Background: an optimization exercise with open tools, aiming at small area, a short achievable clock period and few clock cycles. Do not read the settings as production practice. At most, simulation tests tie the RTL to the original design; equivalence was not proved. Power and IR drop assume default switching activity.

## the reference run
Design sap1, start of the top module:
module sap1(
    input           clk,
    input           rst,
    input           mem_we,
    input   [3:0]   mem_addr,
    input   [7:0]   mem_wdata,
    output  [7:0]   mem_rdata,
    output  [7:0]   out,
    output          cf,
    output          zf,
    output          halted
);
For scale: ~720 cells after synthesis, about 150 flip-flops, roughly 34 I/O pins, ~0.0085 sq mm of cells after synthesis.
Settings: LEC_CHECK=0, ABC_CLOCK_PERIOD_IN_PS=3500, CAP_MARGIN=20, CORE_MARGIN=2, CORE_UTILIZATION=40, SETUP_SLACK_MARGIN=2.5, SLEW_MARGIN=20; clock period 6.5 ns.
run.sh (not shown) runs the stock make flow with config.mk's settings and CLKGATE_MAP_FILE= SYNTH_SCRIPT=/design/flow/synth_recipe.tcl, a recipe that flattens the netlist after the stock synthesis.
Testbench counts of the reference run, summed over its fixed seeds: cycles 19,184.
The following lists how the trial run was set up differently from the reference run:
# the reference run
export LEC_CHECK = 0
export ABC_CLOCK_PERIOD_IN_PS = 3500
export CAP_MARGIN = 20
export CORE_MARGIN = 2
export CORE_UTILIZATION = 40
export SETUP_SLACK_MARGIN = 2.5
export SLEW_MARGIN = 20
create_clock -name core_clock -period 6.5 [get_ports {clk}]
# the trial run
export LEC_CHECK = 0
export CAP_MARGIN = 20
export CORE_MARGIN = 2
export CORE_UTILIZATION = 40
export SLEW_MARGIN = 20
create_clock -name core_clock -period 6.5 [get_ports {clk}]
Findings:
The higher final-layout non-clock buffer area share of the reference run and the trial run is in the reference run.
The reference run vs the trial run, launching instance or port of the critical path: rst vs mem_addr[3]
Status: worst-case clock skew parity (the reference run, the trial run)
Compared with the reference run, the trial run instantiates a smaller number of cells.
Depth of the worst register-to-register path (the trial run / the reference run): 0.885
Highest net fanout along the worst path | the trial run above the reference run
Compared to the reference run, the trial run has sequential share of layout area 7.6 points higher.


sap1, a different RTL version from the one above (not shown whole).
Size: ~34 I/O pins, about 8900 µm² of cells after synthesis.
clock: 6.5 ns
lec_check: 0
cap_margin: 20
core_margin: 2
core_utilization: 65
cts_buf_list: sky130_fd_sc_hd__clkbuf_4 sky130_fd_sc_hd__clkbuf_8
setup_slack_margin: 2.5
slew_margin: 20
The first run finished clean.
==> next run, changes <==
- CORE_UTILIZATION: 65 -> 40
- CTS_BUF_LIST: sky130_fd_sc_hd__clkbuf_4 sky130_fd_sc_hd__clkbuf_8 -> not set
What happened: The new run completed with no timing, DRC or antenna violations; cell count goes up by about 13%; global-route usage drops by 15 points; synthesized cell count does not change; cell area increases by 2.6%; sequential share of layout area is lower by 1.0 points; via count is lower by 4.5%; routed wire length came out higher by about 0.9%; power grows by about 6%.
Function was not checked in any run of this note: the RTL went through the layout flow alone.


Another version of the RTL of sap1 (not shown whole).
Size: about 160 flip-flops, ~34 I/O pins, ~7700 µm² of cells after synthesis.
export LEC_CHECK = 0
export CAP_MARGIN = 20
export CORE_MARGIN = 2
export CORE_UTILIZATION = 40
export SETUP_SLACK_MARGIN = 2.5
export SLEW_MARGIN = 20
export SYNTH_HIERARCHICAL = 1
create_clock -name core_clock -period 6.5 [get_ports {clk}]
Then changed:
--- a/flow/config.mk
+++ b/flow/config.mk
@@ -10 +10,2 @@
-export CORE_UTILIZATION = 40
+export CORE_UTILIZATION = 55
+export CTS_BUF_LIST = sky130_fd_sc_hd__clkbuf_8
What happened:
- power falls by 8.2%
- worst setup slack barely changes
- core utilization rises by 16 points
- wire length rises by 3.2%
- die area falls by 27%
- cell count falls by 9.6%
No functional check of the RTL was part of any run of this note.


Another version of the RTL of sap1 (not shown whole).
Size in the first run: ~620 cells after synthesis, ~160 flip-flops, ~8100 um^2 of cells after synthesis.
==> flow/config.mk <==
export PLATFORM = sky130hd
export DESIGN_NAME = sap1
export DESIGN_NICKNAME = sap1
export VERILOG_FILES = /design/flow/design.v
export SDC_FILE = /design/flow/constraint.sdc
export NUM_CORES = 4
export LEC_CHECK = 0
export CAP_MARGIN = 20
export CELL_PAD_IN_SITES_DETAIL_PLACEMENT = 1
export CORE_MARGIN = 2
export CORE_UTILIZATION = 55
export CTS_BUF_LIST = sky130_fd_sc_hd__clkbuf_8
export SETUP_SLACK_MARGIN = 2.5
export SLEW_MARGIN = 20
export SYNTH_HIERARCHICAL = 1
==> flow/constraint.sdc <==
create_clock -name core_clock -period 6.5 [get_ports {clk}]
set_input_delay 1.3000 -clock core_clock [delete_from_list [all_inputs] [get_ports {clk}]]
set_output_delay 1.3000 -clock core_clock [all_outputs]
set_load 0.01 [all_outputs]
standard.sh (not shown) runs the stock make flow with config.mk's settings and CLKGATE_MAP_FILE= SYNTH_SCRIPT=/design/flow/synth_recipe.tcl, a recipe that flattens the netlist after the stock synthesis.
==> flow/flow/run.sh <==
#!/bin/bash
# The standard layout (standard.sh), with the port buffers that ORFS inserts
# before global placement made from sky130_fd_sc_hd__buf_1 instead of the
# cell buffer_ports picks by itself; repair resizes them where timing needs.
set -euo pipefail
export BUFFER_PORTS_ARGS="-buffer_cell sky130_fd_sc_hd__buf_1"
bash standard.sh > standard.log 2>&1
The starting point finished clean.
Testbench counts at the start, summed over its fixed seeds: cycles 18,992.
Rerun with:
==> flow/run.sh (new file) <==
#!/bin/bash
# synth_recipe.tcl (not shown) runs the flow's synth.tcl, then flattens the netlist and writes it again
# the make line also repeats each setting of config.mk as NAME=value (left out here)
make -C /OpenROAD-flow-scripts/flow DESIGN_CONFIG=/design/flow/config.mk WORK_HOME=/design/flow/orfs CLKGATE_MAP_FILE= SYNTH_SCRIPT=/design/flow/synth_recipe.tcl finish
Settings changed: CELL_PAD_IN_SITES_DETAIL_PLACEMENT 1 to not set.
removed: flow/flow/run.sh
removed: flow/standard.sh
Result:
- The changed run completed without violations
- power is lower by a few percent
- worst setup slack degrades by 5.3 ps
- fmax barely changes
Rerun with:
Settings changed: SETUP_SLACK_MARGIN 2.5 to 2.2.
After rerunning: Final cell count is lower by 1.6%. Core utilization is lower by 1.7 points. Wire length is lower by 1.9%. Setup slack degrades by 89 ps. Final area is lower by 2.6%. Global-route usage is lower by 0.31 points. Combinational power is lower by about 5%. Critical path depth is unchanged.


sap1, a different RTL version from the one above (not shown whole).
Size in the first run: ~980 cells after synthesis, about 160 flip-flops, ~34 I/O pins, about 0.0087 mm^2 of cells after synthesis.
make LEC_CHECK=0 CAP_MARGIN=20 CORE_MARGIN=2 CORE_UTILIZATION=55 CTS_BUF_LIST=sky130_fd_sc_hd__clkbuf_8 SETUP_SLACK_MARGIN=2.8 SLEW_MARGIN=20 SYNTH_HIERARCHICAL=1 finish   # period 6.5 ns
run.sh (not shown) runs the stock make flow with config.mk's settings and CLKGATE_MAP_FILE= SYNTH_SCRIPT=/design/flow/synth_recipe.tcl, a recipe that flattens the netlist after the stock synthesis.
Stock flow here: none of the scripts above is used.
The baseline finished with timing, DRC and antenna clean.
Testbench counts at the start, summed over its fixed seeds: cycles 18,992.
Rerun with:
--- a/flow/config.mk
+++ b/flow/config.mk
@@ -12 +12 @@
-export SETUP_SLACK_MARGIN = 2.8
+export SETUP_SLACK_MARGIN = 2.5
Result: Count of clock-buffer cells in the layout is unchanged; final cell count came out lower by a few percent; global-route usage falls by 2.1 points; worst setup slack loses 0.11 ns; cell area fell by a few percent; core utilization fell by 3.6 points; wire length went down by a little under a tenth; sequential share of layout area is higher by 2.3 points.


== T ==
Another version of the RTL of sap1 (not shown whole).
Size: roughly 700 cells after synthesis, ~160 flip-flops, about 34 I/O pins, about 9100 sq um of cells after synthesis.
Settings: LEC_CHECK=0, ABC_CLOCK_PERIOD_IN_PS=3500, CAP_MARGIN=20, CORE_MARGIN=2, CORE_UTILIZATION=40, SETUP_SLACK_MARGIN=2.5, SLEW_MARGIN=20; clock period 6.5 ns.
diff inputs: T => R
Settings: ABC_CLOCK_PERIOD_IN_PS: 3500 -> unset; SETUP_SLACK_MARGIN: 2.5 -> unset.
Findings:
Between T and R, detailed-route wire length on metal 1 decreased.
Against T, R reports a tightest hold margin that is lower.
Comparing T and R, fraction of power consumed by combinational cells is higher on T.
Summary — post-placement worst setup slack, R relative to T: lower, by 0.017 ns.
Endpoint of the most critical setup path = mem_rdata[6]: T; endpoint of the most critical setup path = mem_rdata[1]: R
Delta (R minus T): count of TritonRoute iterations in the first routing pass -1, well tap count about even, minimum clock period after layout went up 0.98 ns, critical path depth now smaller.
[compare] base=T new=R: wire length of the first global-routing pass moved down, post-layout instance area moved down, maximum clock rate moved down.
No functional check of the RTL was part of any run of this note.

==> static timing again, ports no longer ideal <==
The flow's constraints put no driver on any port. The routed layouts listed below were extracted and timed again, unchanged, in two steps. Step 1 assumes that a clkbuf_16 drives the clock port and a buf_2 every other input. Step 2 moves the port delays by t, midway between the first and last clock arrival at a register: inputs arrive t later, outputs are due t later. That takes back most of the time a late clock gives input paths. Three values: no drivers, after step 1, after step 2; two values: the first two.
run	shift t [ns]	setup slack, ns	hold WS [ns]	worst setup path at the end	latest minus earliest clock arrival (ns)
the reference run	0.473	0.666 / 0.662 / 0.189	0.489 / 0.489 / 0.489	input to register	0.011 / 0.012
the trial run	0.471	0.415 / 0.417 / -0.053	0.491 / 0.491 / 0.491	input to register	0.013 / 0.013
the first run of note 2	0.505	1.872 / 1.872 / 1.872	0.501 / 0.501 / 0.501	register to register	0.013 / 0.014
the second run of note 2	0.468	1.968 / 1.968 / 1.968	0.496 / 0.496 / 0.496	register to register	0.013 / 0.013
the first run of note 3	0.469	1.795 / 1.752 / 1.422	0.483 / 0.483 / 0.483	input to register	0.009 / 0.009
the second run of note 3	0.508	1.792 / 1.740 / 1.325	0.491 / 0.491 / 0.491	input to register	0.014 / 0.013
the first run of note 4	0.530	2.263 / 2.191 / 1.944	0.517 / 0.517 / 0.517	input to register	0.031 / 0.031
the second run of note 4	0.491	2.257 / 2.206 / 2.206	0.512 / 0.512 / 0.512	input to output	0.018 / 0.018
the third run of note 4	0.489	2.168 / 2.145 / 2.145	0.513 / 0.513 / 0.513	input to output	0.016 / 0.016
the first run of note 5	0.518	2.629 / 2.579 / 2.539	0.510 / 0.510 / 0.510	input to register	0.015 / 0.015
the second run of note 5	0.510	2.519 / 2.499 / 2.499	0.509 / 0.509 / 0.509	input to output	0.021 / 0.022
T	0.483	2.402 / 2.316 / 2.316	0.489 / 0.489 / 0.489	input to output	0.010 / 0.011
R	0.478	1.420 / 1.389 / 1.389	0.482 / 0.482 / 0.482	input to output	0.012 / 0.011
Met with ideal ports but missed after step 2: setup timing in the trial run. The setup slack of the reference run, which loses most, moves by -0.004 ns with the drivers and by -0.477 ns with both steps.
